From an optimization exercise on the open Yosys and OpenROAD flow, aimed at small area; shortcuts taken in it are not production practice.
The RTL was checked by simulation tests, not by an equivalence proof against the original design.
Power is estimated from default activity; no workload was simulated.

<file path="design/flow/config.mk">
export PLATFORM = sky130hd
export DESIGN_NAME = top
export DESIGN_NICKNAME = top
export VERILOG_FILES = /design/flow/design.v
export SDC_FILE = /design/flow/constraint.sdc
export NUM_CORES = 4
export LEC_CHECK = 0
export CAP_MARGIN = 20
export CORE_MARGIN = 2
export CORE_UTILIZATION = 40
export SLEW_MARGIN = 20
</file>
<file path="design/flow/constraint.sdc">
create_clock -name core_clock -period 44.0 [get_ports {clk}]
set_input_delay 8.8000 -clock core_clock [delete_from_list [all_inputs] [get_ports {clk}]]
set_output_delay 8.8000 -clock core_clock [all_outputs]
set_load 0.01 [all_outputs]
</file>
<file path="design/flow/design.v">
`timescale 1ns / 1ps
module uart_rx (
    input  wire       clk,
    input  wire       rst_n,
    input  wire       rx,
    output reg  [7:0] rx_data,
    output reg        rx_done
);
    reg [3:0] baud_cnt;
    reg [3:0] bit_idx;
    reg       rx_busy;
    reg       rx_d1, rx_d2;
    always @(posedge clk) begin
        rx_d1 <= rx;
        rx_d2 <= rx_d1;
    end
    wire tick = rx_busy && (baud_cnt == 4'd15);
    always @(posedge clk or negedge rst_n) begin
        if (!rst_n) begin
            baud_cnt <= 4'd0;
            bit_idx  <= 4'd0;
            rx_busy  <= 1'b0;
            rx_done  <= 1'b0;
        end else begin
            rx_done <= 1'b0;
            if (!rx_busy) begin
                if (!rx_d2) begin
                    rx_busy  <= 1'b1;
                    baud_cnt <= 4'd8;
                    bit_idx  <= 4'd0;
                end
            end else begin
                baud_cnt <= baud_cnt + 4'd1;
                if (tick) begin
                    bit_idx <= bit_idx + 4'd1;
                    if (bit_idx == 4'd9) begin
                        rx_busy <= 1'b0;
                        rx_done <= 1'b1;
                    end
                end
            end
        end
    end
    always @(posedge clk)
        if (tick && bit_idx != 4'd0 && bit_idx != 4'd9)
            rx_data <= {rx_d2, rx_data[7:1]};
endmodule
`timescale 1ns / 1ps
module uart_tx (
    input  wire       clk,
    input  wire       rst_n,
    input  wire       tx_start,
    input  wire [7:0] tx_data,
    output wire       tx,
    output wire       tx_busy
);
    reg [10:0] sh;
    reg [3:0]  baud_cnt;
    assign tx      = sh[0];
    assign tx_busy = |sh[10:1];
    always @(posedge clk or negedge rst_n) begin
        if (!rst_n) begin
            sh       <= 11'd1;
            baud_cnt <= 4'd0;
        end else if (tx_start && !tx_busy) begin
            sh <= {1'b1, tx_data, 1'b0, 1'b1};
        end else if (tx_busy) begin
            baud_cnt <= baud_cnt + 4'd1;
            if (baud_cnt == 4'd15)
                sh <= {1'b0, sh[10:1]};
        end
    end
endmodule
`timescale 1ns / 1ps
module config_manager (
    input  wire       clk,
    input  wire       rst_n,
    input  wire [1:0] dip_sw,
    output reg        config_changed
);
    reg [1:0] prev_dip_sw;
    always @(posedge clk or negedge rst_n) begin
        if (!rst_n) begin
            prev_dip_sw    <= 2'b00;
            config_changed <= 1'b0;
        end else begin
            prev_dip_sw    <= dip_sw;
            config_changed <= (prev_dip_sw != dip_sw);
        end
    end
endmodule
`timescale 1ns/1ps
module storage (
    input  wire        clk,
    input  wire        rst_n,        
    input  wire        srst_n,       
    input  wire [1:0]  dip_sw,       
    input  wire        wr_en,
    input  wire        wr_sel_in,    
    input  wire [2:0]  in_rows,
    input  wire [2:0]  in_cols,
    input  wire [2:0]  gen_rows,
    input  wire [2:0]  gen_cols,
    input  wire [4:0]  gen_off,
    input  wire        mw_en,        
    input  wire [3:0]  mw_dig,
    input  wire        gw_en,        
    input  wire [3:0]  gw_dig,
    input  wire        query_en,
    input  wire [3:0]  query_id,
    output reg         q_valid,
    output reg  [2:0]  q_rows,
    output reg  [2:0]  q_cols,
    input  wire [4:0]  rd_idx,       
    output wire [3:0]  rd_dig,
    output reg  [3:0]  total_matrices,
    output reg  [4:0]  ph
);
    localparam NB = 14;
    localparam [3:0] IN_BUF0 = 4'd12, GEN_BUF0 = 4'd13;
    always @(posedge clk or negedge rst_n)
        if (!rst_n) ph <= 5'd0;
        else        ph <= (ph == 5'd24) ? 5'd0 : ph + 5'd1;
    reg [3:0] in_buf, gen_buf;
    wire [3:0] tap [0:NB-1];
    genvar gb;
    generate
        for (gb = 0; gb < NB; gb = gb + 1) begin : ring
            reg [99:0] r;
            assign tap[gb] = r[3:0];
            wire [3:0] din = (gw_en && gen_buf == gb) ? gw_dig :
                             (mw_en && in_buf  == gb) ? mw_dig : r[3:0];
            always @(posedge clk)
                r <= {din, r[99:4]};
        end
    endgenerate
    reg [99:0] snap;
    reg [4:0]  copy_cnt;
    reg [3:0]  copy_src;
    reg [4:0]  snap_off;
    wire       copying = (copy_cnt != 5'd0);
    always @(posedge clk)
        snap <= {copying ? tap[copy_src] : snap[3:0], snap[99:4]};
    wire [5:0] rk0 = {1'b0, rd_idx} + {1'b0, snap_off};
    wire [5:0] rk1 = (rk0 >= 6'd25) ? rk0 - 6'd25 : rk0;
    wire [5:0] rk2 = (rk1 >= {1'b0, ph}) ? rk1 - {1'b0, ph} : rk1 + 6'd25 - {1'b0, ph};
    assign rd_dig = snap[rk2[4:0]*4 +: 4];
    reg  [35:0] s_rows;    
    reg  [35:0] s_cols;
    reg  [59:0] s_off;     
    reg  [143:0] older;    
    wire [2:0] w_rows = wr_sel_in ? in_rows : gen_rows;
    wire [2:0] w_cols = wr_sel_in ? in_cols : gen_cols;
    wire [2:0] max_pt = {1'b0, dip_sw} + 3'd2;
    reg  [11:0] same, valid;
    reg  [3:0]  same_cnt;
    integer i, j;
    always @(*) begin
        same_cnt = 4'd0;
        for (i = 0; i < 12; i = i + 1) begin
            valid[i] = (i < total_matrices);
            same[i]  = valid[i] && s_rows[3*i +: 3] == w_rows && s_cols[3*i +: 3] == w_cols;
            same_cnt = same_cnt + {3'd0, same[i]};
        end
    end
    wire        use_same = (same_cnt >= {1'b0, max_pt});
    wire [11:0] cand = use_same ? same : valid;
    reg [11:0] oldest;
    reg [3:0]  oldest_pos;
    always @(*) begin
        oldest_pos = 4'd0;
        for (i = 0; i < 12; i = i + 1) begin
            oldest[i] = cand[i];
            for (j = 0; j < 12; j = j + 1) begin
                if (j < i) oldest[i] = oldest[i] & (!cand[j] | !older[12*j+i]);
                if (j > i) oldest[i] = oldest[i] & (!cand[j] |  older[12*i+j]);
            end
            if (oldest[i]) oldest_pos = oldest_pos | i;
        end
    end
    wire [3:0] find_pos = (use_same || total_matrices == 4'd12) ? oldest_pos : total_matrices;
    reg       wr_state;
    reg [3:0] write_pos;
    reg [2:0] cur_rows, cur_cols;
    reg       cur_in;
    always @(posedge clk) begin
        if (!wr_state && wr_en) begin
            write_pos <= find_pos;
            cur_rows  <= w_rows;
            cur_cols  <= w_cols;
            cur_in    <= wr_sel_in;
        end
    end
    always @(posedge clk or negedge srst_n) begin
        if (!srst_n) begin
            wr_state       <= 1'b0;
            total_matrices <= 4'd0;
            q_valid        <= 1'b0;
        end else begin
            q_valid <= 1'b0;
            if (!wr_state) begin
                if (wr_en) wr_state <= 1'b1;
            end else begin
                wr_state <= 1'b0;
                if (write_pos == total_matrices)
                    total_matrices <= total_matrices + 4'd1;
            end
            if (query_en && query_id < total_matrices)
                q_valid <= 1'b1;
        end
    end
    always @(posedge clk) begin
        if (wr_state) begin
            for (i = 0; i < 12; i = i + 1) begin
                if (write_pos == i) begin
                    s_rows[3*i +: 3] <= cur_rows;
                    s_cols[3*i +: 3] <= cur_cols;
                    s_off[5*i +: 5]  <= cur_in ? 5'd0 : gen_off;
                end
                for (j = i + 1; j < 12; j = j + 1) begin
                    if (write_pos == j) older[12*i+j] <= 1'b1;
                    if (write_pos == i) older[12*i+j] <= 1'b0;
                end
            end
        end
    end
    reg [47:0] map;        
    wire [3:0] old_buf = map[4*write_pos +: 4];
    always @(posedge clk or negedge rst_n) begin
        if (!rst_n) begin
            map     <= {4'd11, 4'd10, 4'd9, 4'd8, 4'd7, 4'd6, 4'd5, 4'd4, 4'd3, 4'd2, 4'd1, 4'd0};
            in_buf  <= IN_BUF0;
            gen_buf <= GEN_BUF0;
        end else if (wr_state) begin
            map[4*write_pos +: 4] <= cur_in ? in_buf : gen_buf;
            if (cur_in) in_buf  <= old_buf;
            else        gen_buf <= old_buf;
        end
    end
    wire q_acc = query_en && (query_id < total_matrices);
    always @(posedge clk or negedge rst_n) begin
        if (!rst_n) begin
            copy_cnt <= 5'd0;
        end else if (q_acc) begin
            copy_cnt <= 5'd25;
        end else if (copying) begin
            copy_cnt <= copy_cnt - 5'd1;
        end
    end
    always @(posedge clk) begin
        if (q_acc) begin
            copy_src <= map[4*query_id +: 4];
            snap_off <= s_off[5*query_id +: 5];
            q_rows   <= s_rows[3*query_id +: 3];
            q_cols   <= s_cols[3*query_id +: 3];
        end
    end
endmodule
`timescale 1ns / 1ps
module matrix_in (
    input  wire       clk,
    input  wire       rst_n,
    input  wire       en,
    input  wire       rx_done,
    input  wire [7:0] rx_data,
    input  wire [4:0] ph,
    output reg  [2:0] matrix_rows,
    output reg  [2:0] matrix_cols,
    output reg        input_data_done,
    output reg        error_latched,
    output wire       mw_en,
    output wire [3:0] mw_dig
);
    reg [4:0] recv_count;     
    reg [8:0] rx_quiet_cnt;   
    reg       dim_bad;
    reg       elem_bad;
    reg       pend;           
    wire quiet_end = rx_quiet_cnt[8] & rx_quiet_cnt[5] & rx_quiet_cnt[3] & rx_quiet_cnt[2];
    wire commit    = en && (recv_count != 5'd0) && quiet_end;
    wire bad_dim   = (rx_data == 8'd0) || (rx_data > 8'd5);
    wire [4:0] n_elem = (recv_count >= 5'd2) ? recv_count - 5'd2 : 5'd0;
    wire       place  = pend && (ph == recv_count - 5'd3);
    wire       zero   = (recv_count != 5'd0) && (ph >= n_elem);
    assign mw_en  = place | zero;
    assign mw_dig = place ? rx_data[3:0] : 4'd0;
    always @(posedge clk or negedge rst_n) begin
        if (!rst_n) begin
            recv_count      <= 5'd0;
            rx_quiet_cnt    <= 9'd0;
            dim_bad         <= 1'b0;
            elem_bad        <= 1'b0;
            pend            <= 1'b0;
            error_latched   <= 1'b0;
            input_data_done <= 1'b0;
            matrix_rows     <= 3'd0;
            matrix_cols     <= 3'd0;
        end else begin
            input_data_done <= 1'b0;
            if (en && rx_done) begin
                if (recv_count < 5'd27 && !commit) begin
                    recv_count <= recv_count + 5'd1;
                    if (recv_count == 5'd0) begin
                        matrix_rows <= rx_data[2:0];
                        dim_bad     <= bad_dim;
                        elem_bad    <= 1'b0;
                    end else if (recv_count == 5'd1) begin
                        matrix_cols <= rx_data[2:0];
                        dim_bad     <= dim_bad | bad_dim;
                    end else begin
                        elem_bad <= elem_bad | (rx_data > 8'd9);
                        pend     <= 1'b1;
                    end
                end
                rx_quiet_cnt <= 9'd0;
            end else if (en && recv_count != 5'd0) begin
                rx_quiet_cnt <= rx_quiet_cnt + 9'd1;
            end else begin
                rx_quiet_cnt <= 9'd0;
            end
            if (commit) begin
                error_latched <= 1'b0;
                if (recv_count >= 5'd2) begin
                    if (dim_bad || elem_bad)
                        error_latched <= 1'b1;
                    else
                        input_data_done <= 1'b1;
                end
                recv_count   <= 5'd0;
                rx_quiet_cnt <= 9'd0;
            end
            if (place)
                pend <= 1'b0;
        end
    end
endmodule
`timescale 1ns / 1ps
module gen #(
    parameter RAND_SEED = 32'h87654321
) (
    input  wire       clk,
    input  wire       rst_n,
    input  wire       en,
    input  wire       rx_done,
    input  wire [7:0] rx_data,
    input  wire [4:0] ph,
    output reg  [2:0] m_reg,
    output reg  [2:0] n_reg,
    output reg        wr_done,
    output reg        gen_done,
    output reg        error_latched,
    output wire       gw_en,
    output wire [3:0] gw_dig,
    output reg  [4:0] gen_off
);
    localparam [2:0]
        S_IDLE  = 3'd0,
        S_RECV  = 3'd1,
        S_CHECK = 3'd2,
        S_GEN   = 3'd3,
        S_WRITE = 3'd4,
        S_DONE  = 3'd5,
        S_ERROR = 3'd6;
    reg [2:0]  state;
    reg [2:0]  recv_index;    
    reg [8:0]  rx_quiet_cnt;  
    reg [3:0]  k_reg;
    reg [1:0]  mode_reg;
    reg        dim_bad, k_bad;
    reg [3:0]  matrix_counter;
    reg [2:0]  row, col;      
    reg [3:0]  e_mod10;       
    reg [31:0] lfsr_reg;
    wire [31:0] lfsr_next = {lfsr_reg[30:0], lfsr_reg[31] ^ lfsr_reg[21] ^ lfsr_reg[1] ^ lfsr_reg[0]};
    wire quiet_end = rx_quiet_cnt[8] & rx_quiet_cnt[5] & rx_quiet_cnt[3] & rx_quiet_cnt[2];
    wire bad_dim   = (rx_data == 8'd0) || (rx_data > 8'd5);
    wire elem      = (state == S_GEN) && (row < m_reg);
    reg [3:0] elem_value;
    always @(*) begin
        case (mode_reg)
            2'b00: elem_value = (lfsr_reg[3:0] >= 4'd10) ? lfsr_reg[3:0] - 4'd10 : lfsr_reg[3:0];
            2'b01: elem_value = e_mod10;
            2'b10: elem_value = {1'b0, row} + {1'b0, col};
            default: elem_value = {3'b000, row == col};
        endcase
    end
    always @(posedge clk or negedge rst_n) begin
        if (!rst_n) begin
            state          <= S_IDLE;
            recv_index     <= 3'd0;
            rx_quiet_cnt   <= 9'd0;
            gen_done       <= 1'b0;
            error_latched  <= 1'b0;
            matrix_counter <= 4'd0;
            wr_done        <= 1'b0;
            m_reg          <= 3'd0;
            n_reg          <= 3'd0;
            k_reg          <= 4'd0;
            mode_reg       <= 2'd0;
            dim_bad        <= 1'b0;
            k_bad          <= 1'b0;
            row            <= 3'd0;
            col            <= 3'd0;
            e_mod10        <= 4'd0;
            lfsr_reg       <= RAND_SEED;
        end else begin
            wr_done <= 1'b0;
            case (state)
                S_IDLE: begin
                    if (en) begin
                        state         <= S_RECV;
                        recv_index    <= 3'd0;
                        rx_quiet_cnt  <= 9'd0;
                        gen_done      <= 1'b0;
                        error_latched <= 1'b0;
                    end
                end
                S_RECV: begin
                    if (rx_done && recv_index < 3'd4) begin
                        case (recv_index[1:0])
                            2'd0: begin
                                m_reg    <= rx_data[2:0];
                                dim_bad  <= bad_dim;
                                mode_reg <= 2'd0;
                            end
                            2'd1: begin
                                n_reg   <= rx_data[2:0];
                                dim_bad <= dim_bad | bad_dim;
                            end
                            2'd2: begin
                                k_reg <= rx_data[3:0];
                                k_bad <= (rx_data == 8'd0) || (rx_data > 8'd12);
                            end
                            default: mode_reg <= rx_data[1:0];
                        endcase
                        recv_index   <= recv_index + 3'd1;
                        rx_quiet_cnt <= 9'd0;
                    end else if (recv_index != 3'd0) begin
                        if (!quiet_end)
                            rx_quiet_cnt <= rx_quiet_cnt + 9'd1;
                    end
                    if ((recv_index >= 3'd3 && quiet_end) || recv_index[2])
                        state <= S_CHECK;
                    if (!en)
                        state <= S_IDLE;
                end
                S_CHECK: begin
                    matrix_counter <= 4'd0;
                    row            <= 3'd0;
                    col            <= 3'd0;
                    e_mod10        <= 4'd0;
                    if (dim_bad || k_bad || recv_index < 3'd3) begin
                        error_latched <= 1'b1;
                        state         <= S_ERROR;
                    end else begin
                        error_latched <= 1'b0;
                        state         <= S_GEN;
                    end
                end
                S_GEN: begin
                    if (elem) begin
                        lfsr_reg <= lfsr_next;
                        e_mod10  <= (e_mod10 == 4'd9) ? 4'd0 : e_mod10 + 4'd1;
                        if (col + 3'd1 == n_reg) begin
                            col <= 3'd0;
                            row <= row + 3'd1;
                        end else begin
                            col <= col + 3'd1;
                        end
                    end else begin
                        row     <= 3'd0;
                        col     <= 3'd0;
                        e_mod10 <= 4'd0;
                        state   <= S_WRITE;
                    end
                end
                S_WRITE: begin
                    wr_done        <= 1'b1;
                    matrix_counter <= matrix_counter + 4'd1;
                    if (matrix_counter + 4'd1 >= k_reg)
                        state <= S_DONE;
                    else
                        state <= S_GEN;
                end
                S_DONE: begin
                    gen_done <= 1'b1;
                    if (!en) state <= S_IDLE;
                end
                S_ERROR: begin
                    if (!en) state <= S_IDLE;
                end
                default: state <= S_IDLE;
            endcase
        end
    end
    reg [3:0] pv;
    reg       pv5;
    reg [3:0] pd1, pd2, pd3, pd4;
    always @(posedge clk or negedge rst_n) begin
        if (!rst_n) begin
            pv  <= 4'd0;
            pv5 <= 1'b0;
        end else begin
            pv  <= {pv[2:0], elem};
            pv5 <= pv[3];
        end
    end
    always @(posedge clk) begin
        pd1 <= elem_value;
        pd2 <= pd1;
        pd3 <= pd2;
        pd4 <= pd3;
        if (pv[3] && !pv5)
            gen_off <= ph;
    end
    assign gw_en  = pv[3];
    assign gw_dig = pd4;
endmodule
`timescale 1ns/1ps
module matrix_display (
    input  wire       clk,
    input  wire       rst_n,
    input  wire       display_en,
    output reg        query_en,
    output reg  [3:0] matrix_id,
    input  wire [2:0] q_rows,
    input  wire [2:0] q_cols,
    input  wire       q_valid,
    output wire [4:0] rd_idx,
    input  wire [3:0] rd_dig,
    input  wire [3:0] total_matrices,
    output reg        uart_tx_start,
    output reg  [7:0] uart_tx_data,
    input  wire       uart_tx_busy,
    output reg        display_done
);
    localparam ST_IDLE      = 4'd0;
    localparam ST_START     = 4'd1;
    localparam ST_QUERY     = 4'd2;
    localparam ST_WAIT_DATA = 4'd3;
    localparam ST_SEND_HDR  = 4'd4;
    localparam ST_SEND_DATA = 4'd5;
    localparam ST_NEXT      = 4'd6;
    localparam ST_SEND_STAT = 4'd7;
    localparam ST_DONE      = 4'd8;
    reg [3:0] state, next_state;
    reg [2:0] row_idx, col_idx;
    reg [4:0] byte_counter;
    reg       data_ready;
    reg       sep_phase;
    wire tx_ready = !uart_tx_busy && !uart_tx_start;
    wire ge10 = (total_matrices >= 4'd10);
    wire [4:0] stat_last = ge10 ? 5'd17 : 5'd16;
    wire has_more = (matrix_id < total_matrices);
    assign rd_idx = row_idx * q_cols + col_idx;
    always @(posedge clk or negedge rst_n) begin
        if (!rst_n) state <= ST_IDLE;
        else        state <= next_state;
    end
    always @(*) begin
        next_state = state;
        case (state)
            ST_IDLE:      if (display_en) next_state = ST_START;
            ST_START:     next_state = ST_QUERY;
            ST_QUERY:     next_state = ST_WAIT_DATA;
            ST_WAIT_DATA: begin
                if (data_ready)       next_state = ST_SEND_HDR;
                else if (!has_more)   next_state = ST_SEND_STAT;
                else if (!display_en) next_state = ST_IDLE;
            end
            ST_SEND_HDR:  if (byte_counter == 5'd19 && tx_ready) next_state = ST_SEND_DATA;
            ST_SEND_DATA: if (row_idx >= q_rows && tx_ready) next_state = ST_NEXT;
            ST_NEXT:      next_state = has_more ? ST_QUERY : ST_SEND_STAT;
            ST_SEND_STAT: if (byte_counter == stat_last && tx_ready) next_state = ST_DONE;
            ST_DONE:      if (!display_en) next_state = ST_IDLE;
            default:      next_state = ST_IDLE;
        endcase
    end
    reg [7:0] hdr;
    always @(*) begin
        case (byte_counter)
            5'd0:  hdr = 8'h0D;
            5'd1:  hdr = 8'h0A;
            5'd2:  hdr = 8'h4D;
            5'd3:  hdr = 8'h61;
            5'd4:  hdr = 8'h74;
            5'd5:  hdr = 8'h72;
            5'd6:  hdr = 8'h69;
            5'd7:  hdr = 8'h78;
            5'd8:  hdr = 8'h20;
            5'd9:  hdr = 8'h23;
            5'd10: hdr = (matrix_id > 4'd9) ? 8'h37 + {4'd0, matrix_id} : 8'h30 + {4'd0, matrix_id};
            5'd11: hdr = 8'h3A;
            5'd12: hdr = 8'h20;
            5'd13: hdr = 8'h5B;
            5'd14: hdr = 8'h30 + {5'd0, q_rows};
            5'd15: hdr = 8'h78;
            5'd16: hdr = 8'h30 + {5'd0, q_cols};
            5'd17: hdr = 8'h5D;
            5'd18: hdr = 8'h3A;
            default: hdr = 8'h20;
        endcase
    end
    reg [7:0] stat;
    always @(*) begin
        case (byte_counter)
            5'd0:  stat = 8'h0D;
            5'd1:  stat = 8'h0A;
            5'd2:  stat = 8'h2D;
            5'd3:  stat = 8'h2D;
            5'd4:  stat = 8'h2D;
            5'd5:  stat = 8'h0D;
            5'd6:  stat = 8'h0A;
            5'd7:  stat = 8'h54;
            5'd8:  stat = 8'h6F;
            5'd9:  stat = 8'h74;
            5'd10: stat = 8'h61;
            5'd11: stat = 8'h6C;
            5'd12: stat = 8'h3A;
            5'd13: stat = 8'h20;
            5'd14: stat = ge10 ? 8'h31 : 8'h30 + {4'd0, total_matrices};
            5'd15: stat = ge10 ? 8'h30 + {4'd0, total_matrices - 4'd10} : 8'h0D;
            5'd16: stat = ge10 ? 8'h0D : 8'h0A;
            default: stat = 8'h0A;
        endcase
    end
    always @(posedge clk or negedge rst_n) begin
        if (!rst_n) begin
            query_en      <= 1'b0;
            matrix_id     <= 4'd0;
            uart_tx_start <= 1'b0;
            uart_tx_data  <= 8'd0;
            display_done  <= 1'b0;
            byte_counter  <= 5'd0;
            row_idx       <= 3'd0;
            col_idx       <= 3'd0;
            data_ready    <= 1'b0;
            sep_phase     <= 1'b0;
        end else begin
            query_en      <= 1'b0;
            uart_tx_start <= 1'b0;
            case (state)
                ST_IDLE: begin
                    matrix_id    <= 4'd0;
                    display_done <= 1'b0;
                    data_ready   <= 1'b0;
                end
                ST_START: begin
                    matrix_id  <= 4'd0;
                    data_ready <= 1'b0;
                end
                ST_QUERY: begin
                    if (has_more) begin
                        query_en   <= 1'b1;
                        data_ready <= 1'b0;
                    end
                end
                ST_WAIT_DATA: begin
                    if (q_valid) data_ready <= 1'b1;
                end
                ST_SEND_HDR: begin
                    if (tx_ready) begin
                        uart_tx_start <= 1'b1;
                        uart_tx_data  <= hdr;
                        if (byte_counter < 5'd19) begin
                            byte_counter <= byte_counter + 5'd1;
                        end else begin
                            byte_counter <= 5'd0;
                            row_idx      <= 3'd0;
                            col_idx      <= 3'd0;
                            sep_phase    <= 1'b0;
                        end
                    end
                end
                ST_SEND_DATA: begin
                    if (tx_ready && row_idx < q_rows) begin
                        uart_tx_start <= 1'b1;
                        if (!sep_phase) begin
                            uart_tx_data <= {4'h3, rd_dig};
                            sep_phase    <= 1'b1;
                        end else begin
                            sep_phase <= 1'b0;
                            if (col_idx + 3'd1 < q_cols) begin
                                uart_tx_data <= 8'h20;
                                col_idx      <= col_idx + 3'd1;
                            end else begin
                                uart_tx_data <= 8'h0D;
                                col_idx      <= 3'd0;
                                row_idx      <= row_idx + 3'd1;
                            end
                        end
                    end
                end
                ST_NEXT: begin
                    sep_phase    <= 1'b0;
                    matrix_id    <= matrix_id + 4'd1;
                    data_ready   <= 1'b0;
                    byte_counter <= 5'd0;
                end
                ST_SEND_STAT: begin
                    if (tx_ready) begin
                        uart_tx_start <= (byte_counter != 5'd17) || ge10;
                        if (byte_counter != 5'd17 || ge10)
                            uart_tx_data <= stat;
                        byte_counter <= (byte_counter < stat_last) ? byte_counter + 5'd1 : 5'd0;
                    end
                end
                ST_DONE: begin
                    display_done <= 1'b1;
                end
                default: ;
            endcase
        end
    end
endmodule
`timescale 1ns / 1ps
module top #(
    parameter CNT_MAX = 6'd63
) (
    input  wire clk,
    input  wire rst_n,
    input  wire [7:0] key,
    input  wire uart_rx,
    output wire uart_tx,
    output reg [4:0] state,
    input  uart_tx_rst_n,
    input  uart_rx_rst_n,
    input  send_one,
    input  send_two,
    input  wire [1:0] mode,
    output reg input_error,
    output uart_tx_work,
    output uart_rx_work,
    output work
);
assign work = rst_n;
assign uart_rx_work = uart_rx_rst_n;
assign uart_tx_work = uart_tx_rst_n;
localparam IDLE       = 5'b00001;
localparam MATRIX_IN  = 5'b00010;
localparam MATRIX_GEN = 5'b00100;
localparam MATRIX_DIS = 5'b01000;
localparam MATRIX_OP  = 5'b10000;
wire [7:0] rx_data;
wire rx_done;
uart_rx uart_rx_inst (
    .clk(clk), .rst_n(uart_rx_rst_n), .rx(uart_rx),
    .rx_data(rx_data), .rx_done(rx_done)
);
reg send_one_d1, send_one_d2;
always @(posedge clk or negedge uart_tx_rst_n) begin
    if (!uart_tx_rst_n) begin
        send_one_d1 <= 1'b0;
        send_one_d2 <= 1'b0;
    end else begin
        send_one_d1 <= send_one;
        send_one_d2 <= send_one_d1;
    end
end
wire send_flag = ~send_one_d1 & send_one_d2;
reg [5:0] cnt_20ms;
reg key_flag;
reg key_sync1, key_sync2;
always @(posedge clk or negedge uart_tx_rst_n) begin
    if (!uart_tx_rst_n) begin
        key_sync1 <= 1'b0;
        key_sync2 <= 1'b0;
        cnt_20ms  <= 6'd0;
        key_flag  <= 1'b0;
    end else begin
        key_sync1 <= send_two;
        key_sync2 <= key_sync1;
        if (!key_sync2)
            cnt_20ms <= 6'd0;
        else if (cnt_20ms != CNT_MAX)
            cnt_20ms <= cnt_20ms + 6'd1;
        key_flag <= (cnt_20ms == CNT_MAX - 6'd1);
    end
end
wire config_changed;
config_manager config_manager_inst (
    .clk(clk), .rst_n(rst_n), .dip_sw(key[1:0]), .config_changed(config_changed)
);
wire storage_rst_n = rst_n && !config_changed;
wire [4:0] ph;
wire [2:0] in_rows, in_cols;
wire input_data_done, error_latched;
wire mw_en;
wire [3:0] mw_dig;
matrix_in matrix_in_inst (
    .clk(clk), .rst_n(rst_n), .en(state == MATRIX_IN),
    .rx_done(rx_done), .rx_data(rx_data), .ph(ph),
    .matrix_rows(in_rows), .matrix_cols(in_cols),
    .input_data_done(input_data_done), .error_latched(error_latched),
    .mw_en(mw_en), .mw_dig(mw_dig)
);
wire matrix_in_wr_en = (state == MATRIX_IN) && input_data_done && !error_latched;
wire [2:0] gen_rows, gen_cols;
wire gen_wr_done, gen_done, gen_error_latched;
wire gw_en;
wire [3:0] gw_dig;
wire [4:0] gen_off;
gen #(.RAND_SEED(32'h87654321)) gen_inst (
    .clk(clk), .rst_n(rst_n), .en(state == MATRIX_GEN),
    .rx_done(rx_done), .rx_data(rx_data), .ph(ph),
    .m_reg(gen_rows), .n_reg(gen_cols),
    .wr_done(gen_wr_done), .gen_done(gen_done), .error_latched(gen_error_latched),
    .gw_en(gw_en), .gw_dig(gw_dig), .gen_off(gen_off)
);
reg [1:0] matrix_in_wr_cnt, gen_wr_cnt, q_valid_cnt;
wire storage_q_valid;
always @(posedge clk or negedge rst_n) begin
    if (!rst_n) begin
        matrix_in_wr_cnt <= 2'd0;
        gen_wr_cnt       <= 2'd0;
        q_valid_cnt      <= 2'd0;
    end else begin
        if (matrix_in_wr_en)            matrix_in_wr_cnt <= 2'd2;
        else if (matrix_in_wr_cnt != 0) matrix_in_wr_cnt <= matrix_in_wr_cnt - 2'd1;
        if (gen_wr_done)                gen_wr_cnt <= 2'd2;
        else if (gen_wr_cnt != 0)       gen_wr_cnt <= gen_wr_cnt - 2'd1;
        if (storage_q_valid)            q_valid_cnt <= 2'd2;
        else if (q_valid_cnt != 0)      q_valid_cnt <= q_valid_cnt - 2'd1;
    end
end
wire matrix_in_wr_en_wide = (matrix_in_wr_cnt != 2'd0);
wire gen_wr_en_wide = (gen_wr_cnt != 2'd0);
wire display_query_en;
wire [3:0] display_query_id;
wire [2:0] q_rows, q_cols;
wire [4:0] rd_idx;
wire [3:0] rd_dig;
wire [3:0] total_matrices;
storage storage_inst (
    .clk(clk), .rst_n(rst_n), .srst_n(storage_rst_n), .dip_sw(key[1:0]),
    .wr_en(matrix_in_wr_en_wide || gen_wr_en_wide), .wr_sel_in(matrix_in_wr_en_wide),
    .in_rows(in_rows), .in_cols(in_cols),
    .gen_rows(gen_rows), .gen_cols(gen_cols), .gen_off(gen_off),
    .mw_en(mw_en), .mw_dig(mw_dig), .gw_en(gw_en), .gw_dig(gw_dig),
    .query_en(display_query_en), .query_id(display_query_id),
    .q_valid(storage_q_valid), .q_rows(q_rows), .q_cols(q_cols),
    .rd_idx(rd_idx), .rd_dig(rd_dig),
    .total_matrices(total_matrices), .ph(ph)
);
wire tx_busy;
wire display_done;
wire display_tx_start;
wire [7:0] display_tx_data;
matrix_display display_inst (
    .clk(clk), .rst_n(rst_n), .display_en(state == MATRIX_DIS),
    .query_en(display_query_en), .matrix_id(display_query_id),
    .q_rows(q_rows), .q_cols(q_cols), .q_valid(q_valid_cnt != 2'd0),
    .rd_idx(rd_idx), .rd_dig(rd_dig),
    .total_matrices(total_matrices),
    .uart_tx_start(display_tx_start), .uart_tx_data(display_tx_data),
    .uart_tx_busy(tx_busy), .display_done(display_done)
);
wire dis = (state == MATRIX_DIS);
uart_tx uart_tx_inst (
    .clk(clk), .rst_n(uart_tx_rst_n),
    .tx_start(dis ? display_tx_start : send_flag),
    .tx_data(dis ? display_tx_data : key),
    .tx(uart_tx), .tx_busy(tx_busy)
);
reg [5:0] err_cnt;
always @(posedge clk or negedge rst_n) begin
    if (!rst_n) begin
        input_error <= 1'b0;
        err_cnt <= 6'd0;
    end else if (error_latched || gen_error_latched) begin
        err_cnt <= 6'd0;
        input_error <= 1'b1;
    end else if (err_cnt != CNT_MAX) begin
        err_cnt <= err_cnt + 6'd1;
    end else begin
        input_error <= 1'b0;
    end
end
reg [4:0] next_state;
always @(posedge clk or negedge rst_n) begin
    if (!rst_n) state <= IDLE;
    else        state <= next_state;
end
always @(*) begin
    next_state = state;
    case (state)
        IDLE: begin
            if (key_flag) begin
                case (mode)
                    2'b00: next_state = MATRIX_IN;
                    2'b01: next_state = MATRIX_GEN;
                    2'b10: next_state = MATRIX_DIS;
                    default: next_state = MATRIX_OP;
                endcase
            end
        end
        MATRIX_IN:  if (matrix_in_wr_en || (key_flag && mode != 2'b00)) next_state = IDLE;
        MATRIX_GEN: if (gen_done || (key_flag && mode != 2'b01)) next_state = IDLE;
        MATRIX_DIS: if (display_done || (key_flag && mode != 2'b10)) next_state = IDLE;
        MATRIX_OP:  if (key_flag && mode != 2'b11) next_state = IDLE;
        default: next_state = IDLE;
    endcase
end
endmodule
</file>
<file path="design/flow/run.sh">
#!/bin/bash
# synth_recipe.tcl (not shown) runs the flow's synth.tcl, then flattens the netlist and writes it again
# the make line also repeats each setting of config.mk as NAME=value (left out here)
make -C /OpenROAD-flow-scripts/flow DESIGN_CONFIG=/design/flow/config.mk WORK_HOME=/design/flow/orfs CLKGATE_MAP_FILE= SYNTH_SCRIPT=/design/flow/synth_recipe.tcl finish
</file>
==> results.txt, run 1 <==
----------------------------------------------------
[Routing]
  First-iteration detailed-routing DRC count ... between 2000 and 2500
  DR pass1 iterations ... 5
  Antenna-violating nets left ... 0
  Detail-routed via count per cell ... around 4.9
  Routed wirelength normalized by instance count ... approximately 18 um
  DRT Wirelength ... 121 mm
  Detailed-route DRC error count ... 0
  Vias post-DR ... 33349

[Worst setup path]
  Start-to-end type of the worst setup path ... input port to primary output
  Critical Path Sink Type ... primary output
  CP max FO ... 11
  Required time of the worst setup path ... between 30 and 40 ns
  Critical path data arrival time ... approximately 10 ns
  Launch point of the worst path ... uart_rx_rst_n
  Logic depth of the worst register-to-register path ... 27
  Highest cell delay on the worst timing path ... roughly 0.76 ns
  Critical Path Source Type ... input port
  Reg-to-reg setup timing slack ... approximately 35 ns
  Terminus of the critical flop-to-flop path ... storage_inst.write_pos[0]$_DFFE_PP_
  RR Startpoint ... matrix_in_wr_cnt[0]$_DFFE_PN0P_
  Critical path capture point ... uart_rx_work
  Buffering stage count on the worst path with inverters included ... 2
  Library cell appearing most often on the critical path ... sky130_fd_sc_hd__clkdlybuf4s50_1
  Cell depth of the worst setup path ... 2
  Gate family responsible for the most delay along the worst path ... buffers and inverters
  Cell with the biggest individual delay on the critical path ... sky130_fd_sc_hd__clkdlybuf4s50_1
  Critical path, cell by cell ... clkdlybuf4s50_1 > clkdlybuf4s50_1

[Clocking]
  Worst-Skew Late Latency ... about 0.84 ns
  Sinks on Clock Net ... 2023
  Root buffer cell ... sky130_fd_sc_hd__clkbuf_16
  Total clock buffers created by CTS ... about 190
  Level count of the clock H-tree ... 4
  CTS tree ... yes
  Number of cells upsized or downsized after cts ... 0
  Count of buffers added by post-CTS timing repair for setup ... 0
  Clock Path Buffers ... 3
  Clock transition at the register clock pins on the worst setup and hold paths after CTS ... around 0.06 ns
  # hold bufs at CTS ... 0

[Layout]
  Flip-flop count of the largest register after layout ... 1400
  Ratio of cells with drive above 1 in the final layout ... a little over a tenth
  Most common library cell in the layout ignoring fill and taps ... sky130_fd_sc_hd__dfxtp_1
  Final layout net count ... ~4800
  Final core utilization ... between 40% and 50%
  Most frequent cells in the layout ... sky130_fd_sc_hd__dfxtp_1, sky130_fd_sc_hd__nand2_1, sky130_fd_sc_hd__edfxtp_1, sky130_fd_sc_hd__dfrtp_1, sky130_fd_sc_hd__nor2_1
  Largest registers ... storage_inst.ring.r: 1400 flops, storage_inst.snap: 100 flops, storage_inst.older: 66 flops
  Area Overhead vs Synth ... 15.2%
  Reg with most FFs ... storage_inst.ring.r

[Placed design]
  Post-detailed-placement half-perimeter wirelength ... a little over 80 mm
  # port buffers ... 26
  Placer Congestion ... just under 0.9

[STA]
  Unrepaired setup endpoints after global routing ... no
  Post-route clock period utilization ... between 40% and 50%
  Final clock skew ... approximately 0.068 ns
  Final-layout setup total negative slack ... 0 ns
  Fin. max-slew vios ... 0
  Slew @ Worst Pin ... 1.11 ns
  Maximum clock frequency ... 0.0527 GHz
  Tightest slew margin relative to the limit ... between 20 and 30%
  Final Hold Viols ... 0
  Final setup viols ... 0
  Post-route minimum period ... about 19 ns

[Synth]
  Most used DFF post-synth ... sky130_fd_sc_hd__dfxtp_1
  Post-synthesis area per instance ... approximately 13 um^2
  Number of synthesized register bits ... between 2000 and 2500
  Number of enable flip-flop cells after synthesis ... ~240
  Number of unique standard cell types used by synthesis ... 94
  Number of nets in the synthesized netlist ... about 4700
  Count of synthesis-stage warnings from yosys ... 8
  Sequential fraction of the synthesis area ... between 70 and 80%
  Synthesized instance count ... roughly 4600
  Netlist area before placement ... 61000 um^2
  Async set-or-reset flop fraction in the synthesized netlist ... a little over an eighth

[Floorplan]
  Die Area ... 156000 um^2
  Overall die width ... a little under 400 um
  Row count ... between 100 and 150
  Core Box Area ... 152000 um^2
  DIE HEIGHT ... between 300 and 400 um
  Io pins ... 27
  Effective utilization at floorplan ... about two fifths

[Pwr]
  Static leakage ... approximately 28 nW
  Max IR drop VDD ... roughly 0.038 mV
  Power per cell area ... roughly 50 nW/um^2

[GRT]
  Aggregate global routing overflow ... 0
  Via count of the first global-routing pass ... ~33000
  Number of antenna violations at the first check in global routing ... 5
  Pin count of the biggest net entering global routing ... 97
  Global-route wire length before repair ... about 190 mm
  Global Route Usage Sum ... roughly 16%

[Outcome]
  Status ... finished clean

[Worst hold path]
  Worst hold path class ... flop to flop

[Job]
  Count of max-cap constraint violations ... 0

----------------------------------------------------
[power breakdown]
part	total [mW]	internal (mW)	switching [mW]
logic	0.0101	0.00299	0.00711
registers	1.87	1.87	0.000546
clock network	1.69	0.993	0.702
[Yosys cell counts, types with 28 or more instances]
master | number | area share [%]
sky130_fd_sc_hd__dfrtp_1 | 228 | 9.3
sky130_fd_sc_hd__o21ai_0 | 210 | 1.7
sky130_fd_sc_hd__inv_1 | 155 | 0.95
sky130_fd_sc_hd__edfxtp_1 | 237 | 12
sky130_fd_sc_hd__a31oi_1 | 34 | 0.35
sky130_fd_sc_hd__a22o_1 | 30 | 0.43
sky130_fd_sc_hd__mux4_2 | 61 | 2.3
sky130_fd_sc_hd__nor2_1 | 220 | 1.4
sky130_fd_sc_hd__nand2b_1 | 28 | 0.29
sky130_fd_sc_hd__o22ai_1 | 45 | 0.46
sky130_fd_sc_hd__mux2i_1 | 121 | 2.0
sky130_fd_sc_hd__xnor2_1 | 105 | 1.5
sky130_fd_sc_hd__a221oi_1 | 33 | 0.47
sky130_fd_sc_hd__a21oi_1 | 129 | 1.1
sky130_fd_sc_hd__dfstp_2 | 40 | 1.7
sky130_fd_sc_hd__nor2b_1 | 38 | 0.39
sky130_fd_sc_hd__dfxtp_1 | 1518 | 50
sky130_fd_sc_hd__ha_1 | 108 | 2.2
sky130_fd_sc_hd__clkbuf_1 | 127 | 0.78
sky130_fd_sc_hd__nor3_1 | 51 | 0.42
sky130_fd_sc_hd__mux2_2 | 28 | 0.52
sky130_fd_sc_hd__xor2_1 | 44 | 0.63
sky130_fd_sc_hd__nand2_1 | 441 | 2.7
sky130_fd_sc_hd__nand3_1 | 77 | 0.63
[per-stage QoR]
stage                     std cells  hold slack, ns  setup WS (ns)  power, mW  instance area, um^2
after floorplan                4591           0.266          26.28       1.91                61000
after global placement         6510           0.310          24.97       1.92                63400
after detailed placement       6510           0.312          24.97       1.92                63400
after CTS                      6863           0.284          24.96       3.62                70300
after global routing           6863           0.292          24.88       3.70                70300
final                          6871           0.291          25.01       3.57                70300
[layout make-up]
class	count	area, um^2
multi-input combinational	2238	15500
tap	2030	2540
fill	13458	81400
clock buffer	257	5440
inverter	160	601
sequential	2023	44300
antenna	8	20.0
clock inverter	96	1370
timing repair buffer	59	513
[cell families (layout without fill, tap and decap cells)]
group | after synthesis | in the layout | share of synthesized area (%)
DFF | 2023 | 2023 | 72.5
and+or+nand+nor | 1025 | 1025 | 7.76
AOI/OAI and AO/OA | 727 | 727 | 7.85
buffers and inverters | 330 | 572 | 2.14
muxes | 213 | 213 | 4.86
xor gates and xnor gates | 149 | 149 | 2.14
adders and majority gates | 124 | 124 | 2.72
other | 0 | 8 | 0
[worst min path at each step]
stage / startpoint / cells past startpoint / to
floorplan: config_manager_inst.config_changed$_DFF_PN0_ / 1 / storage_inst.q_valid$_DFF_PN0_
global placement: storage_inst.ring[0].r[47]$_DFF_P_ / 0 / storage_inst.ring[0].r[43]$_DFF_P_
detailed placement: storage_inst.ring[0].r[28]$_DFF_P_ / 0 / storage_inst.ring[0].r[24]$_DFF_P_
CTS: storage_inst.snap[15]$_DFF_P_ / 0 / storage_inst.snap[11]$_DFF_P_
global route: storage_inst.ring[3].r[16]$_DFF_P_ / 0 / storage_inst.ring[3].r[12]$_DFF_P_
finish: storage_inst.ring[3].r[16]$_DFF_P_ / 0 / storage_inst.ring[3].r[12]$_DFF_P_
[metal layers]
metal | track usage (%) | wire (um)
met5 | 0 | 20
met4 | 5.22 | 3040
met3 | 2.98 | 5700
met2 | 23.2 | 53000
met1 | 22.6 | 59700
==> run 2: changes to the inputs <==
--- a/design/flow/design.v
+++ b/design/flow/design.v
@@ -111,7 +111,7 @@
     output reg         q_valid,
     output reg  [2:0]  q_rows,
     output reg  [2:0]  q_cols,
-    input  wire [4:0]  rd_idx,       
+    input  wire        rd_adv,       
     output wire [3:0]  rd_dig,
     output reg  [3:0]  total_matrices,
     output reg  [4:0]  ph
@@ -137,14 +137,11 @@
     reg [99:0] snap;
     reg [4:0]  copy_cnt;
     reg [3:0]  copy_src;
-    reg [4:0]  snap_off;
     wire       copying = (copy_cnt != 5'd0);
     always @(posedge clk)
         snap <= {copying ? tap[copy_src] : snap[3:0], snap[99:4]};
-    wire [5:0] rk0 = {1'b0, rd_idx} + {1'b0, snap_off};
-    wire [5:0] rk1 = (rk0 >= 6'd25) ? rk0 - 6'd25 : rk0;
-    wire [5:0] rk2 = (rk1 >= {1'b0, ph}) ? rk1 - {1'b0, ph} : rk1 + 6'd25 - {1'b0, ph};
-    assign rd_dig = snap[rk2[4:0]*4 +: 4];
+    reg [4:0] rd_ptr;
+    assign rd_dig = snap[rd_ptr*4 +: 4];
     reg  [35:0] s_rows;    
     reg  [35:0] s_cols;
     reg  [59:0] s_off;     
@@ -247,10 +244,18 @@
             copy_cnt <= copy_cnt - 5'd1;
         end
     end
+    wire [4:0] q_off = s_off[5*query_id +: 5];
+    wire [5:0] qp0 = {1'b0, q_off} - {1'b0, ph} - 6'd1;
+    wire [5:0] qp1 = qp0[5] ? qp0 + 6'd25 : qp0;
+    always @(posedge clk) begin
+        if (q_acc)
+            rd_ptr <= qp1[4:0];
+        else if (!rd_adv)
+            rd_ptr <= (rd_ptr == 5'd0) ? 5'd24 : rd_ptr - 5'd1;
+    end
     always @(posedge clk) begin
         if (q_acc) begin
             copy_src <= map[4*query_id +: 4];
-            snap_off <= s_off[5*query_id +: 5];
             q_rows   <= s_rows[3*query_id +: 3];
             q_cols   <= s_cols[3*query_id +: 3];
         end
@@ -279,6 +284,21 @@
     wire quiet_end = rx_quiet_cnt[8] & rx_quiet_cnt[5] & rx_quiet_cnt[3] & rx_quiet_cnt[2];
     wire commit    = en && (recv_count != 5'd0) && quiet_end;
     wire bad_dim   = (rx_data == 8'd0) || (rx_data > 8'd5);
+    wire take = en && rx_done && recv_count < 5'd27 && !commit;
+    always @(posedge clk) begin
+        if (take) begin
+            if (recv_count == 5'd0) begin
+                matrix_rows <= rx_data[2:0];
+                dim_bad     <= bad_dim;
+                elem_bad    <= 1'b0;
+            end else if (recv_count == 5'd1) begin
+                matrix_cols <= rx_data[2:0];
+                dim_bad     <= dim_bad | bad_dim;
+            end else begin
+                elem_bad <= elem_bad | (rx_data > 8'd9);
+            end
+        end
+    end
     wire [4:0] n_elem = (recv_count >= 5'd2) ? recv_count - 5'd2 : 5'd0;
     wire       place  = pend && (ph == recv_count - 5'd3);
     wire       zero   = (recv_count != 5'd0) && (ph >= n_elem);
@@ -288,29 +308,16 @@
         if (!rst_n) begin
             recv_count      <= 5'd0;
             rx_quiet_cnt    <= 9'd0;
-            dim_bad         <= 1'b0;
-            elem_bad        <= 1'b0;
             pend            <= 1'b0;
             error_latched   <= 1'b0;
             input_data_done <= 1'b0;
-            matrix_rows     <= 3'd0;
-            matrix_cols     <= 3'd0;
         end else begin
             input_data_done <= 1'b0;
             if (en && rx_done) begin
                 if (recv_count < 5'd27 && !commit) begin
                     recv_count <= recv_count + 5'd1;
-                    if (recv_count == 5'd0) begin
-                        matrix_rows <= rx_data[2:0];
-                        dim_bad     <= bad_dim;
-                        elem_bad    <= 1'b0;
-                    end else if (recv_count == 5'd1) begin
-                        matrix_cols <= rx_data[2:0];
-                        dim_bad     <= dim_bad | bad_dim;
-                    end else begin
-                        elem_bad <= elem_bad | (rx_data > 8'd9);
-                        pend     <= 1'b1;
-                    end
+                    if (recv_count >= 5'd2)
+                        pend <= 1'b1;
                 end
                 rx_quiet_cnt <= 9'd0;
             end else if (en && recv_count != 5'd0) begin
@@ -375,6 +382,7 @@
     wire quiet_end = rx_quiet_cnt[8] & rx_quiet_cnt[5] & rx_quiet_cnt[3] & rx_quiet_cnt[2];
     wire bad_dim   = (rx_data == 8'd0) || (rx_data > 8'd5);
     wire elem      = (state == S_GEN) && (row < m_reg);
+    wire take      = (state == S_RECV) && rx_done && (recv_index < 3'd4);
     reg [3:0] elem_value;
     always @(*) begin
         case (mode_reg)
@@ -386,23 +394,13 @@
     end
     always @(posedge clk or negedge rst_n) begin
         if (!rst_n) begin
-            state          <= S_IDLE;
-            recv_index     <= 3'd0;
-            rx_quiet_cnt   <= 9'd0;
-            gen_done       <= 1'b0;
-            error_latched  <= 1'b0;
-            matrix_counter <= 4'd0;
-            wr_done        <= 1'b0;
-            m_reg          <= 3'd0;
-            n_reg          <= 3'd0;
-            k_reg          <= 4'd0;
-            mode_reg       <= 2'd0;
-            dim_bad        <= 1'b0;
-            k_bad          <= 1'b0;
-            row            <= 3'd0;
-            col            <= 3'd0;
-            e_mod10        <= 4'd0;
-            lfsr_reg       <= RAND_SEED;
+            state         <= S_IDLE;
+            recv_index    <= 3'd0;
+            rx_quiet_cnt  <= 9'd0;
+            gen_done      <= 1'b0;
+            error_latched <= 1'b0;
+            wr_done       <= 1'b0;
+            lfsr_reg      <= RAND_SEED;
         end else begin
             wr_done <= 1'b0;
             case (state)
@@ -416,23 +414,7 @@
                     end
                 end
                 S_RECV: begin
-                    if (rx_done && recv_index < 3'd4) begin
-                        case (recv_index[1:0])
-                            2'd0: begin
-                                m_reg    <= rx_data[2:0];
-                                dim_bad  <= bad_dim;
-                                mode_reg <= 2'd0;
-                            end
-                            2'd1: begin
-                                n_reg   <= rx_data[2:0];
-                                dim_bad <= dim_bad | bad_dim;
-                            end
-                            2'd2: begin
-                                k_reg <= rx_data[3:0];
-                                k_bad <= (rx_data == 8'd0) || (rx_data > 8'd12);
-                            end
-                            default: mode_reg <= rx_data[1:0];
-                        endcase
+                    if (take) begin
                         recv_index   <= recv_index + 3'd1;
                         rx_quiet_cnt <= 9'd0;
                     end else if (recv_index != 3'd0) begin
@@ -445,10 +427,6 @@
                         state <= S_IDLE;
                 end
                 S_CHECK: begin
-                    matrix_counter <= 4'd0;
-                    row            <= 3'd0;
-                    col            <= 3'd0;
-                    e_mod10        <= 4'd0;
                     if (dim_bad || k_bad || recv_index < 3'd3) begin
                         error_latched <= 1'b1;
                         state         <= S_ERROR;
@@ -458,25 +436,13 @@
                     end
                 end
                 S_GEN: begin
-                    if (elem) begin
+                    if (elem)
                         lfsr_reg <= lfsr_next;
-                        e_mod10  <= (e_mod10 == 4'd9) ? 4'd0 : e_mod10 + 4'd1;
-                        if (col + 3'd1 == n_reg) begin
-                            col <= 3'd0;
-                            row <= row + 3'd1;
-                        end else begin
-                            col <= col + 3'd1;
-                        end
-                    end else begin
-                        row     <= 3'd0;
-                        col     <= 3'd0;
-                        e_mod10 <= 4'd0;
-                        state   <= S_WRITE;
-                    end
+                    else
+                        state <= S_WRITE;
                 end
                 S_WRITE: begin
-                    wr_done        <= 1'b1;
-                    matrix_counter <= matrix_counter + 4'd1;
+                    wr_done <= 1'b1;
                     if (matrix_counter + 4'd1 >= k_reg)
                         state <= S_DONE;
                     else
@@ -493,6 +459,43 @@
             endcase
         end
     end
+    always @(posedge clk) begin
+        if (take) begin
+            case (recv_index[1:0])
+                2'd0: begin
+                    m_reg    <= rx_data[2:0];
+                    dim_bad  <= bad_dim;
+                    mode_reg <= 2'd0;
+                end
+                2'd1: begin
+                    n_reg   <= rx_data[2:0];
+                    dim_bad <= dim_bad | bad_dim;
+                end
+                2'd2: begin
+                    k_reg <= rx_data[3:0];
+                    k_bad <= (rx_data == 8'd0) || (rx_data > 8'd12);
+                end
+                default: mode_reg <= rx_data[1:0];
+            endcase
+        end
+        if (state == S_CHECK)
+            matrix_counter <= 4'd0;
+        else if (state == S_WRITE)
+            matrix_counter <= matrix_counter + 4'd1;
+        if (elem) begin
+            e_mod10 <= (e_mod10 == 4'd9) ? 4'd0 : e_mod10 + 4'd1;
+            if (col + 3'd1 == n_reg) begin
+                col <= 3'd0;
+                row <= row + 3'd1;
+            end else begin
+                col <= col + 3'd1;
+            end
+        end else if (state == S_CHECK || state == S_GEN) begin
+            row     <= 3'd0;
+            col     <= 3'd0;
+            e_mod10 <= 4'd0;
+        end
+    end
     reg [3:0] pv;
     reg       pv5;
     reg [3:0] pd1, pd2, pd3, pd4;
@@ -526,7 +529,7 @@
     input  wire [2:0] q_rows,
     input  wire [2:0] q_cols,
     input  wire       q_valid,
-    output wire [4:0] rd_idx,
+    output wire       rd_adv,
     input  wire [3:0] rd_dig,
     input  wire [3:0] total_matrices,
     output reg        uart_tx_start,
@@ -552,7 +555,7 @@
     wire ge10 = (total_matrices >= 4'd10);
     wire [4:0] stat_last = ge10 ? 5'd17 : 5'd16;
     wire has_more = (matrix_id < total_matrices);
-    assign rd_idx = row_idx * q_cols + col_idx;
+    assign rd_adv = (state == ST_SEND_DATA) && tx_ready && (row_idx < q_rows) && sep_phase;
     always @(posedge clk or negedge rst_n) begin
         if (!rst_n) state <= ST_IDLE;
         else        state <= next_state;
@@ -828,7 +831,7 @@
 wire display_query_en;
 wire [3:0] display_query_id;
 wire [2:0] q_rows, q_cols;
-wire [4:0] rd_idx;
+wire rd_adv;
 wire [3:0] rd_dig;
 wire [3:0] total_matrices;
 storage storage_inst (
@@ -839,7 +842,7 @@
     .mw_en(mw_en), .mw_dig(mw_dig), .gw_en(gw_en), .gw_dig(gw_dig),
     .query_en(display_query_en), .query_id(display_query_id),
     .q_valid(storage_q_valid), .q_rows(q_rows), .q_cols(q_cols),
-    .rd_idx(rd_idx), .rd_dig(rd_dig),
+    .rd_adv(rd_adv), .rd_dig(rd_dig),
     .total_matrices(total_matrices), .ph(ph)
 );
 wire tx_busy;
@@ -850,7 +853,7 @@
     .clk(clk), .rst_n(rst_n), .display_en(state == MATRIX_DIS),
     .query_en(display_query_en), .matrix_id(display_query_id),
     .q_rows(q_rows), .q_cols(q_cols), .q_valid(q_valid_cnt != 2'd0),
-    .rd_idx(rd_idx), .rd_dig(rd_dig),
+    .rd_adv(rd_adv), .rd_dig(rd_dig),
     .total_matrices(total_matrices),
     .uart_tx_start(display_tx_start), .uart_tx_data(display_tx_data),
     .uart_tx_busy(tx_busy), .display_done(display_done)
--- a/design/flow/config.mk
+++ b/design/flow/config.mk
@@ -5,7 +5,12 @@
 export SDC_FILE = /design/flow/constraint.sdc
 export NUM_CORES = 4
 export LEC_CHECK = 0
+export ABC_AREA = 1
 export CAP_MARGIN = 20
 export CORE_MARGIN = 2
-export CORE_UTILIZATION = 40
+export CORE_UTILIZATION = 60
+export CTS_BUF_LIST = sky130_fd_sc_hd__clkbuf_16
+export CTS_CLUSTER_DIAMETER = 70
+export CTS_CLUSTER_SIZE = 28
+export PLACE_DENSITY = 0.7
 export SLEW_MARGIN = 20
==> run 2 against run 1 <==
Compared with the run above: synthesized cell count rose by 16%; sequential share of layout area rose by 5.5 points; fmax barely moved; setup slack improved by 0.0091 ns; clock skew fell by 0.033 ns; critical endpoint is now uart_tx_work; hold slack improved by 0.022 ns; sequential power barely moved; power fell by 18%; global-route usage rose by 8.4 points; still clean on timing, DRC and antenna.
==> results.txt, run 2 <==
----------------------------------------------------
[Layout]
  Largest registers ... storage_inst.ring.r: 1400 flops, storage_inst.snap: 100 flops, storage_inst.older: 66 flops
  Most frequent cells in the layout ... sky130_fd_sc_hd__dfxtp_1, sky130_fd_sc_hd__nand2_1, sky130_fd_sc_hd__inv_1, sky130_fd_sc_hd__o21ai_0, sky130_fd_sc_hd__nor2_1
  Final layout net count ... 5497 (+14%)
  Ratio of cells with drive above 1 in the final layout ... 4.69% (-6.2 points)
  Area Overhead vs Synth ... 7.74%
  Flip-flop count of the largest register after layout ... 1400 (unchanged)
  Reg with most FFs ... storage_inst.ring.r
  Most common library cell in the layout ignoring fill and taps ... sky130_fd_sc_hd__dfxtp_1
  Number of fillers in the final layout ... 7602 (-44%)
  Final Instance Count excl. Fillers ... 6731 (-2.0%)

[Placed design]
  Post-detailed-placement half-perimeter wirelength ... 82.7 mm (+1.9%)
  Number of placed cells counting well taps ... 6580 (+1.1%)
  Placer Congestion ... 0.977 (+9.1%)
  # port buffers ... 26 (unchanged)

[Worst hold path]
  Worst hold path class ... flop to flop

[Pwr]
  Portion of total power attributed to sequential cells ... 64.3% (+12 points)
  Pint ... 2.32 mW (-19%)
  Part of the power in the clock network ... 35.1% (-12 points)
  Power dissipated by switching net loads ... 0.601 mW (-15%)
  Logic gate share of total power ... 0.7% (+0.4 points)
  Static leakage ... 27.6 nW (-2.6%)
  Power per cell area ... 45.0 nW/um^2 (-11%)
  Max IR drop VDD ... 0.0472 mV (+25%)
  Net switching share of the total power ... 20.6% (+0.72 points)

[Clocking]
  Sinks on Clock Net ... 2023 (unchanged)
  CTS tree ... yes
  Number of cells upsized or downsized after cts ... 0 (unchanged)
  Clock transition at the register clock pins on the worst setup and hold paths after CTS ... 0.10 ns (+0.04 ns)
  Worst-Skew Late Latency ... 0.70 ns (-0.14 ns)
  Total clock buffers created by CTS ... 96 (-50%)
  Level count of the clock H-tree ... 3 (-1)
  Root buffer cell ... sky130_fd_sc_hd__clkbuf_16
  Clock Path Buffers ... 3 (unchanged)
  Count of buffers added by post-CTS timing repair for setup ... 0 (unchanged)
  # hold bufs at CTS ... 0 (unchanged)

[Worst setup path]
  Critical path, cell by cell ... clkdlybuf4s50_1 > buf_4 > clkdlybuf4s50_1
  Gate family responsible for the most delay along the worst path ... buffers and inverters
  Library cell appearing most often on the critical path ... sky130_fd_sc_hd__clkdlybuf4s50_1
  Start-to-end type of the worst setup path ... input port to primary output
  Critical path data arrival time ... 10.18 ns (about the same)
  Highest cell delay on the worst timing path ... 0.60 ns (-0.16 ns)
  Required time of the worst setup path ... 35.20 ns (about the same)
  Critical Path Source Type ... input port
  Critical Path Sink Type ... primary output
  CP max FO ... 27 (+16)
  Cell with the biggest individual delay on the critical path ... sky130_fd_sc_hd__clkdlybuf4s50_1
  Buffering stage count on the worst path with inverters included ... 3 (+1)

[Synth]
  Library cell occupying the most area in the post-synthesis netlist ... sky130_fd_sc_hd__dfxtp_1
  Number of enable flip-flop cells after synthesis ... 269 (+14%)
  Main area contributors after synthesis ... sky130_fd_sc_hd__dfxtp_1, sky130_fd_sc_hd__edfxtp_1, sky130_fd_sc_hd__dfrtp_1, sky130_fd_sc_hd__nand2_1, sky130_fd_sc_hd__o21ai_0
  Post-synthesis area per instance ... 11.3 um^2 (-15%)
  Synthesized instance count ... 5344 (+16%)
  Count of synthesis-stage warnings from yosys ... 8 (unchanged)
  Number of nets in the synthesized netlist ... 5461 (+15%)
  Number of synthesized register bits ... 2023 (unchanged)
  Sequential fraction of the synthesis area ... 73.8% (+1.3 points)
  Number of unique standard cell types used by synthesis ... 64 (-32%)
  List of most frequent post-synthesis cells ... sky130_fd_sc_hd__dfxtp_1, sky130_fd_sc_hd__nand2_1, sky130_fd_sc_hd__inv_1
  Async set-or-reset flop fraction in the synthesized netlist ... 11.5% (-1.8 points)
  Netlist area before placement ... 60200 um^2 (-1.4%)
  Most used DFF post-synth ... sky130_fd_sc_hd__dfxtp_1
  Synth top area share ... 50.6% (+0.85 points)
  Dominant cell by count in the synthesized netlist ... sky130_fd_sc_hd__dfxtp_1

[Routing]
  Antenna-violating nets left ... 0 (unchanged)
  DRT Wirelength ... 123 mm (+0.90%)
  First-iteration detailed-routing DRC count ... 2876 (+21%)
  Detailed-route DRC error count ... 0 (unchanged)
  Routed wirelength normalized by instance count ... 18.2 um (+3.0%)
  Detail-routed via count per cell ... 5.22 (+7.5%)
  DR pass1 iterations ... 6 (+1)
  Vias post-DR ... 35116 (+5.3%)

[GRT]
  Via count of the first global-routing pass ... 33769 (+3.9%)
  Global-route wire length before repair ... 191 mm (+0.72%)
  Aggregate global routing overflow ... 0 (unchanged)
  Global Route Usage Sum ... 24.0% (+8.4 points)
  Pin count of the biggest net entering global routing ... 80 (-18%)
  Number of antenna violations at the first check in global routing ... 0 (-5)

[STA]
  Unrepaired setup endpoints after global routing ... no
  Post-route minimum period ... 18.98 ns (-0.00910 ns)
  Final clock skew ... 0.0348 ns (-0.0334 ns)
  Tightest slew margin relative to the limit ... 23.0% (-2.2 points)
  Post-route clock period utilization ... 43.1% (about the same)
  Maximum clock frequency ... 0.0527 GHz (about the same)
  Final setup viols ... 0 (unchanged)
  Fin. max-slew vios ... 0 (unchanged)
  Slew @ Worst Pin ... 1.16 ns (+0.0419 ns)
  Final-layout setup total negative slack ... 0 ns (unchanged)
  Final Hold Viols ... 0 (unchanged)

[Floorplan]
  DIE HEIGHT ... 321 um (-19%)
  Die Area ... 103000 um^2 (-34%)
  Core Box Area ... 99700 um^2 (-34%)
  Row count ... 116 (-19%)
  Overall die width ... 321 um (-19%)
  Effective utilization at floorplan ... 60.3% (+20 points)
  Io pins ... 27 (unchanged)

[Outcome]
  Status ... finished clean

[Job]
  Count of max-cap constraint violations ... 0 (unchanged)

----------------------------------------------------
[run 2: cell count changes in the layout (fill, tap and decap cells not counted), moves of 39 or more]
cell / previous run / this run
sky130_fd_sc_hd__nand2_1: 441 / 1025
sky130_fd_sc_hd__inv_1: 157 / 504
sky130_fd_sc_hd__o21ai_0: 210 / 443
sky130_fd_sc_hd__nor2_1: 220 / 413
sky130_fd_sc_hd__nand3_1: 77 / 214
sky130_fd_sc_hd__mux2i_1: 118 / 1
sky130_fd_sc_hd__clkbuf_16: 198 / 98
sky130_fd_sc_hd__xnor2_1: 105 / 18
sky130_fd_sc_hd__mux4_2: 61 / 0
sky130_fd_sc_hd__a21oi_1: 128 / 167
[run 2: path summary, 6_finish.rpt]
check	from	to	slack, ns	cells after the start
worst max-delay path	uart_tx_rst_n	uart_tx_work	25.02	3
worst min-delay path	storage_inst.ring[0].r[51]$_DFF_P_	storage_inst.ring[0].r[47]$_DFF_P_	0.31	0
worst max register to register	matrix_in_wr_cnt[0]$_DFFE_PN0P_	storage_inst.write_pos[1]$_DFFE_PP_	35.54	33
worst min register to register	storage_inst.ring[0].r[51]$_DFF_P_	storage_inst.ring[0].r[47]$_DFF_P_	0.31	0
max in group asynchronous	rst_n	gen_inst.lfsr_reg[28]$_DFFE_PN0P_	33.71	3
min in group asynchronous	config_manager_inst.config_changed$_DFF_PN0_	storage_inst.q_valid$_DFF_PN0_	0.45	1
[run 2: power groups by stage]
stage,sequential (mW),combinational [mW],clock (mW)
2_1_floorplan,1.92,0.00965,0
3_3_place_gp,1.92,0.0181,0
3_5_place_dp,1.92,0.0194,0
4_1_cts,1.88,0.0197,1.05
5_1_grt,1.88,0.0218,1.11
6_report,1.88,0.0193,1.02
[run 2: logic make-up after synthesis]
kind of cell / share of synthesized area, %
simple gates: 11.9
mux: 0.0541
compound gates: 7.30
flops: 73.8
fa+ha+maj: 2.19
buf+inv: 4.09
xor+xnor: 0.699
[run 2: final cells by class]
cell class	instances	area (um^2)	area share, %
repair buffers	53	467	0.720
well taps	1298	1620	2.51
clock buffers	98	2450	3.78
diodes	1	2.50	0.00386
flip-flops and latches	2023	44400	68.5
multi-input cells	2697	13300	20.6
clock inverters	52	614	0.948
inverters	509	1920	2.96
[run 2: layer usage]
layer | wire, um | track usage (%) | part of all wire, %
met5 | 0 | 0 | 0
met4 | 4440 | 9.01 | 3.6
met3 | 6170 | 3.09 | 5.0
met2 | 56300 | 38.7 | 46
met1 | 55700 | 33.4 | 45
[run 2: worst register-to-register path, delay by kind of cell (launching register included)]
family / cells / cell delay, ns
AO/OA/AOI/OAI: 4 / 0.81
adder cells (fa/ha/maj): 8 / 3.64
buffers and inverters: 7 / 0.72
AND/OR/NAND/NOR: 14 / 2.63
flip-flops: 1 / 0.39
[run 2: through the flow]
stage / hold WS [ns] / worst slack, ns / area (um^2) / total power, mW / utilization (%)
floorplan: 0.254 / 26.28 / 60200 / 1.93 / -
global placement: 0.310 / 25.00 / 61700 / 1.94 / 61.9
detailed placement: 0.312 / 25.00 / 61700 / 1.94 / 61.9
CTS: 0.323 / 25.00 / 64800 / 2.94 / 65.0
global route: 0.325 / 24.92 / 64800 / 3.01 / 65.0
finish: 0.313 / 25.02 / 64800 / 2.92 / 65.0

==> port drivers added, routing unchanged <==
In the flow no input, the clock included, has a driving cell. The finished layouts below were timed again as built, in two steps. Step 1: set_driving_cell puts a clkbuf_16 on clk and a buf_2 on each other input, an assumption about the parent block. Step 2 adds t to the input delays and takes it off the output delays; t is the mean of the earliest and latest rising clock arrival at the registers after step 1. Input paths then give back, and output paths get back, about the clock's delay inside the block. Slacks: ideal / step 1 / step 2; pairs: ideal / step 1.
run | t (ns) | slack for setup (ns) | latest minus earliest clock arrival (ns) | worst data-port slew with drivers (ns) | pins driven straight from the clock port
run 1 | 0.865 | 25.010 / 24.988 / 24.988 | 0.099 / 0.099 | 0.07 | 1
run 2 | 0.756 | 25.019 / 24.997 / 24.997 | 0.049 / 0.049 | 0.15 | 1
After both steps setup and hold are still met in every run listed.
